Background: an optimization exercise with open tools, aiming at small area and a short achievable clock period. Do not read the settings as production practice.
The RTL was checked by simulation tests, not by an equivalence proof against the original design.

build 57:
// square_extractor
module square_extractor #(
	parameter WIDTH = 32
)(
	input clk,     
	input rst_n,   
	input din_valid,
	input [2 * WIDTH - 1:0]radicand,
	output dout_valid,
	output [WIDTH - 1:0]dout,
	output [2 * WIDTH - 1:0]remainder
);
For scale: ~11,000 cells after synthesis, roughly 1,500 flip-flops, ~73,000 um^2 of cells after synthesis.
Settings: LEC_CHECK=0, ABC_AREA=1, CAP_MARGIN=20, CORE_MARGIN=2, CORE_UTILIZATION=40, CTS_CLUSTER_DIAMETER=200, CTS_CLUSTER_SIZE=20, SETUP_SLACK_MARGIN=3.05, SLEW_MARGIN=20; clock period 5.5 ns.
standard.sh (not shown) runs the stock make flow with config.mk's settings and CLKGATE_MAP_FILE= SYNTH_SCRIPT=/design/flow/synth_recipe.tcl, a recipe that flattens the netlist after the stock synthesis.
==> flow/flow/run.sh <==
#!/bin/bash
# Own flow: the standard layout (standard.sh), except that synthesis maps
# the combinational logic with flow/abc.script (see flow/synth.tcl).  Each
# step's full output goes to a log file of its own in this folder.
set -euo pipefail
W=$(pwd)
export OWN_WORK=$W
export OWN_ABC_SCRIPT=$W/flow/abc.script
for step in synth floorplan place cts route finish; do
  bash standard.sh SYNTH_SCRIPT=$W/flow/synth.tcl $step > $W/$step.log 2>&1
done
==> flow/flow/abc.script <==
strash
dch
map -B 0.5
topo
stime -c
buffer -c
upsize -c
dnsize -c
==> flow/flow/synth.tcl <==
# The standard flow's synthesis script (synth_recipe.tcl in the work folder), without
# Yosys's extract_fa step (ORFS's mapping of full and half adders onto the
# library's fa/ha cells) and with Yosys's abc pass run on flow/abc.script.
# Only the mapping of the combinational logic changes; the flip-flops and
# their names are the standard synthesis's.
proc extract_fa {args} { puts "own flow: extract_fa skipped" }
proc abc {args} {
  set i [lsearch $args -script]
  lset args [expr {$i + 1}] $::env(OWN_ABC_SCRIPT)
  puts "own flow: abc $args"
  yosys abc {*}$args
}
source $::env(OWN_WORK)/synth_recipe.tcl
Build 57 | status: complete | timing, DRC, antenna: pass
--- input diff build 57..build 70 ---
-- flow/flow/abc.script --
<<< build 57, line 3
map -B 0.5
>>> build 70, line 3
map -B 0.9
--- outcome ---
Build 70: all stages complete, timing, DRC and antenna checks passed
Delta (build 70 minus build 57): maximum clock frequency picked up an extra 2.5%; overall track demand over capacity in global routing lower; cell count after synthesis increased 683; final worst slack +59 ps.
Build 70 against build 57: netlist area before placement went up.
diff inputs: build 70 => build 6
-- flow/flow/run.sh --
<<< build 70, line 10
  bash standard.sh SYNTH_SCRIPT=$W/flow/synth.tcl $step > $W/$step.log 2>&1
>>> build 6, line 10
  bash standard.sh SYNTH_SCRIPT=$W/flow/synth.tcl RECOVER_POWER=100 $step > $W/$step.log 2>&1
### Flow results
Per the comparison of build 6 with build 70, worst hold slack essentially unchanged; first-iteration DRC count decreased about 0.4%.
Compared with build 70, build 6 degrades final critical delay including setup and external delays.
Going from build 70 to build 6, area used by multi-input combinational logic shrinks by about 2.5%.
On total wire length after detailed routing, build 6 tracks build 70 almost exactly.
Build 6 and build 70 ended up with nearly the same quantity of hold-fixing buffers added after cts.
When build 6 is measured against build 70, its post-route fraction of the period consumed by the critical path turns out 23 points higher.
Delta (build 6 minus build 70): post-route standard cell area excluding fillers moved down; global-route usage level.


== v49 ==
Another version of the RTL of square_extractor (not shown whole).
Size: about 8,800 cells after synthesis, about 1,700 flip-flops, about 75,000 µm² of cells after synthesis.
clock: 5.5 ns
lec_check: 0
abc_area: 1
cap_margin: 20
core_margin: 2
core_utilization: 40
cts_cluster_diameter: 250
cts_cluster_size: 25
setup_slack_margin: 3.05
slew_margin: 20
==> flow/flow/run.sh <==
#!/bin/bash
# Own flow: the standard layout (standard.sh), except that synthesis maps
# the combinational logic with flow/abc.script (see flow/synth.tcl).  Each
# step's full output goes to a log file of its own in this folder.
set -euo pipefail
W=$(pwd)
export OWN_WORK=$W
export OWN_ABC_SCRIPT=$W/flow/abc.script
for step in synth floorplan place cts route finish; do
  bash standard.sh SYNTH_SCRIPT=$W/flow/synth.tcl $step > $W/$step.log 2>&1
done
==> flow/flow/abc.script <==
strash
dch
map -D 900
topo
stime -c
buffer -c
upsize -c
dnsize -c
==> flow/flow/synth.tcl <==
# The standard flow's synthesis script (synth_recipe.tcl in the work folder), with Yosys's
# abc pass run on flow/abc.script instead of ORFS's script.  Only the mapping
# of the combinational logic changes; the flip-flops and their names are the
# standard synthesis's.
proc abc {args} {
  set i [lsearch $args -script]
  lset args [expr {$i + 1}] $::env(OWN_ABC_SCRIPT)
  puts "own flow: abc $args"
  yosys abc {*}$args
}
source $::env(OWN_WORK)/synth_recipe.tcl
The following lists how v27 was set up differently from v49:
# v49
export LEC_CHECK = 0
export ABC_AREA = 1
export CAP_MARGIN = 20
export CORE_MARGIN = 2
export CORE_UTILIZATION = 40
export CTS_CLUSTER_DIAMETER = 250
export CTS_CLUSTER_SIZE = 25
export SETUP_SLACK_MARGIN = 3.05
export SLEW_MARGIN = 20
create_clock -name core_clock -period 5.5 [get_ports {clk}]
# v27
export LEC_CHECK = 0
export ABC_AREA = 1
export CAP_MARGIN = 20
export CORE_MARGIN = 2
export CORE_UTILIZATION = 40
export CTS_CLUSTER_DIAMETER = 250
export CTS_CLUSTER_SIZE = 25
export SETUP_SLACK_MARGIN = 3.15
export SLEW_MARGIN = 20
create_clock -name core_clock -period 5.5 [get_ports {clk}]
==> flow/run.sh (new file) <==
#!/bin/bash
# synth_recipe.tcl (not shown) runs the flow's synth.tcl, then flattens the netlist and writes it again
# the make line also repeats each setting of config.mk as NAME=value (left out here)
make -C /OpenROAD-flow-scripts/flow DESIGN_CONFIG=/design/flow/config.mk WORK_HOME=/design/flow/orfs CLKGATE_MAP_FILE= SYNTH_SCRIPT=/design/flow/synth_recipe.tcl finish
removed: flow/flow/run.sh
removed: flow/flow/abc.script
removed: flow/flow/synth.tcl
removed: flow/standard.sh
Results
Synthesized area: v27 and v49 compared, lower one is v49
v27 ran to completion and came out clean on the timing, DRC and antenna checks.
Going from v49 to v27, met3 usage in global routing decreased 0.45 points, required time reported for the critical path endpoint increased 0.04 ns.
Between v27 and v49, the difference in routed wire length is negligible.
Modified inputs, v14 compared to v27
# v27
export LEC_CHECK = 0
export ABC_AREA = 1
export CAP_MARGIN = 20
export CORE_MARGIN = 2
export CORE_UTILIZATION = 40
export CTS_CLUSTER_DIAMETER = 250
export CTS_CLUSTER_SIZE = 25
export SETUP_SLACK_MARGIN = 3.15
export SLEW_MARGIN = 20
create_clock -name core_clock -period 5.5 [get_ports {clk}]
# v14
export LEC_CHECK = 0
export ABC_AREA = 1
export CAP_MARGIN = 20
export CORE_MARGIN = 2
export CORE_UTILIZATION = 40
export CTS_CLUSTER_DIAMETER = 40
export CTS_CLUSTER_SIZE = 20
export SETUP_SLACK_MARGIN = 3.05
export SLEW_MARGIN = 20
create_clock -name core_clock -period 5.5 [get_ports {clk}]
Notes after the runs:
In the flow results for v27 and v14, the final core area utilization is larger on v14. Compared with v27, in v14 global-route usage went down by 0.15 points, highest achievable clock rate went down by about 2.7%, worst setup slack went down by 0.065 ns.
[inputs] v1 vs v14
# v14
export LEC_CHECK = 0
export ABC_AREA = 1
export CAP_MARGIN = 20
export CORE_MARGIN = 2
export CORE_UTILIZATION = 40
export CTS_CLUSTER_DIAMETER = 40
export CTS_CLUSTER_SIZE = 20
export SETUP_SLACK_MARGIN = 3.05
export SLEW_MARGIN = 20
create_clock -name core_clock -period 5.5 [get_ports {clk}]
# v1
export LEC_CHECK = 0
export ABC_AREA = 1
export CAP_MARGIN = 20
export CORE_MARGIN = 2
export CORE_UTILIZATION = 40
export CTS_CLUSTER_DIAMETER = 250
export CTS_CLUSTER_SIZE = 25
export SETUP_SLACK_MARGIN = 3.05
export SLEW_MARGIN = 20
create_clock -name core_clock -period 5.5 [get_ports {clk}]
==> flow/flow/run.sh (new file) <==
#!/bin/bash
# Own flow: the standard layout (standard.sh), except that synthesis maps
# the combinational logic with flow/abc.script (see flow/synth.tcl).  Each
# step's full output goes to a log file of its own in this folder.
set -euo pipefail
W=$(pwd)
export OWN_WORK=$W
export OWN_ABC_SCRIPT=$W/flow/abc.script
for step in synth floorplan place cts route finish; do
  bash standard.sh SYNTH_SCRIPT=$W/flow/synth.tcl $step > $W/$step.log 2>&1
done
==> flow/flow/abc.script (new file) <==
strash
dch
map -B 0.9
topo
stime -c
buffer -c
upsize -c
dnsize -c
==> flow/flow/synth.tcl (new file) <==
# The standard flow's synthesis script (synth_recipe.tcl in the work folder), without
# Yosys's extract_fa step (ORFS's mapping of full and half adders onto the
# library's fa/ha cells) and with Yosys's abc pass run on flow/abc.script.
# Only the mapping of the combinational logic changes; the flip-flops and
# their names are the standard synthesis's.
proc extract_fa {args} { puts "own flow: extract_fa skipped" }
proc abc {args} {
  set i [lsearch $args -script]
  lset args [expr {$i + 1}] $::env(OWN_ABC_SCRIPT)
  puts "own flow: abc $args"
  yosys abc {*}$args
}
source $::env(OWN_WORK)/synth_recipe.tcl
==> flow/standard.sh (new file) <==
#!/bin/bash
# synth_recipe.tcl (not shown) runs the flow's synth.tcl, then flattens the netlist and writes it again
# the make line also repeats each setting of config.mk as NAME=value (left out here)
make -C /OpenROAD-flow-scripts/flow DESIGN_CONFIG=/design/flow/config.mk WORK_HOME=/design/flow/orfs CLKGATE_MAP_FILE= SYNTH_SCRIPT=/design/flow/synth_recipe.tcl "${@:-finish}"
removed: flow/run.sh
Findings:
Re number of setup violations in the final report: no difference whatsoever between v14 and v1. Worst hold margin in v1 is 0.0093 ns lower than in v14. On relative slew slack, the higher figure sits with v1, not v14.
Setup changes, v1 to v57
# v1
export LEC_CHECK = 0
export ABC_AREA = 1
export CAP_MARGIN = 20
export CORE_MARGIN = 2
export CORE_UTILIZATION = 40
export CTS_CLUSTER_DIAMETER = 250
export CTS_CLUSTER_SIZE = 25
export SETUP_SLACK_MARGIN = 3.05
export SLEW_MARGIN = 20
create_clock -name core_clock -period 5.5 [get_ports {clk}]
# v57
export LEC_CHECK = 0
export ABC_AREA = 1
export CAP_MARGIN = 20
export CORE_MARGIN = 2
export CORE_UTILIZATION = 40
export CTS_CLUSTER_DIAMETER = 250
export CTS_CLUSTER_SIZE = 25
export SETUP_SLACK_MARGIN = 3.1
export SLEW_MARGIN = 20
create_clock -name core_clock -period 5.5 [get_ports {clk}]
==> flow/run.sh (new file) <==
#!/bin/bash
# synth_recipe.tcl (not shown) runs the flow's synth.tcl, then flattens the netlist and writes it again
# the make line also repeats each setting of config.mk as NAME=value (left out here)
make -C /OpenROAD-flow-scripts/flow DESIGN_CONFIG=/design/flow/config.mk WORK_HOME=/design/flow/orfs CLKGATE_MAP_FILE= SYNTH_SCRIPT=/design/flow/synth_recipe.tcl finish
removed: flow/flow/run.sh
removed: flow/flow/abc.script
removed: flow/flow/synth.tcl
removed: flow/standard.sh
Notes after the runs:
The classification of the worst-slack hold path comes out input pin to async pin in one run and register to register in the other, namely in v1 and v57 respectively. Via count (lower): v57. On global-route usage, v57 tracks v1 almost exactly. From v1 to v57 the numbers moved as follows: average vias per placed instance increased about 1.7%, largest fanout of any net on the critical path increased 5. Maximum frequency from static timing analysis ends up higher on v1. Looking at number of buffers other than clock buffers in the final layout, v57 sits 57% higher than v1 does. First-pass GRT wire length in v57 is 5.6 mm below v1. Diff v57 and v1: final hold slack higher in v57. After detailed routing, v1 needs more wire than v57. v57 completed every stage of the flow, and the final layout passed the timing, DRC and antenna checks. In v57 the number of standard cells after synthesis turned out 1,418 lower than in v1. Category of the most critical setup path = register to register: v57; category of the most critical setup path = register to output port: v1.

re-timing with driven ports:
The results above use ideal ports. As a check the final layouts listed here were re-extracted and re-timed, cells and wires unchanged. Step 1 (the two cells are an assumption about what drives the block):
set clk [get_ports {clk}]
set_driving_cell -lib_cell sky130_fd_sc_hd__clkbuf_16 $clk
set_driving_cell -lib_cell sky130_fd_sc_hd__buf_2 [delete_from_list [all_inputs] $clk]
Step 2 times the ports against the registers' clock, not the clock port: input delays grow and output delays shrink by t, the midpoint of the rising clock arrivals with the driver on. a / b / c = ideal / step 1 / step 2; a / b = the first two.
run | t (ns) | setup slack, ns | worst hold slack (ns)
build 57 | 0.827 | 3.058 / 3.034 / 2.412 | 0.310 / 0.310 / 0.310
build 70 | 0.821 | 3.116 / 3.029 / 2.459 | 0.311 / 0.311 / 0.311
build 6 | 0.821 | 1.838 / 1.838 / 1.838 | 0.310 / 0.310 / 0.310
v49 | 0.826 | 3.043 / 3.019 / 2.460 | 0.303 / 0.252 / 0.303
v27 | 0.821 | 3.100 / 3.058 / 2.578 | 0.314 / 0.275 / 0.314
v14 | 0.919 | 3.034 / 2.948 / 2.631 | 0.304 / 0.304 / 0.304
v1 | 0.831 | 3.100 / 3.014 / 2.952 | 0.294 / 0.228 / 0.307
v57 | 0.816 | 3.054 / 3.054 / 2.643 | 0.314 / 0.314 / 0.314
After both steps every run listed still meets setup and hold. The setup slack of build 70, which loses most, moves by -0.087 ns with the drivers and by -0.657 ns with both steps.
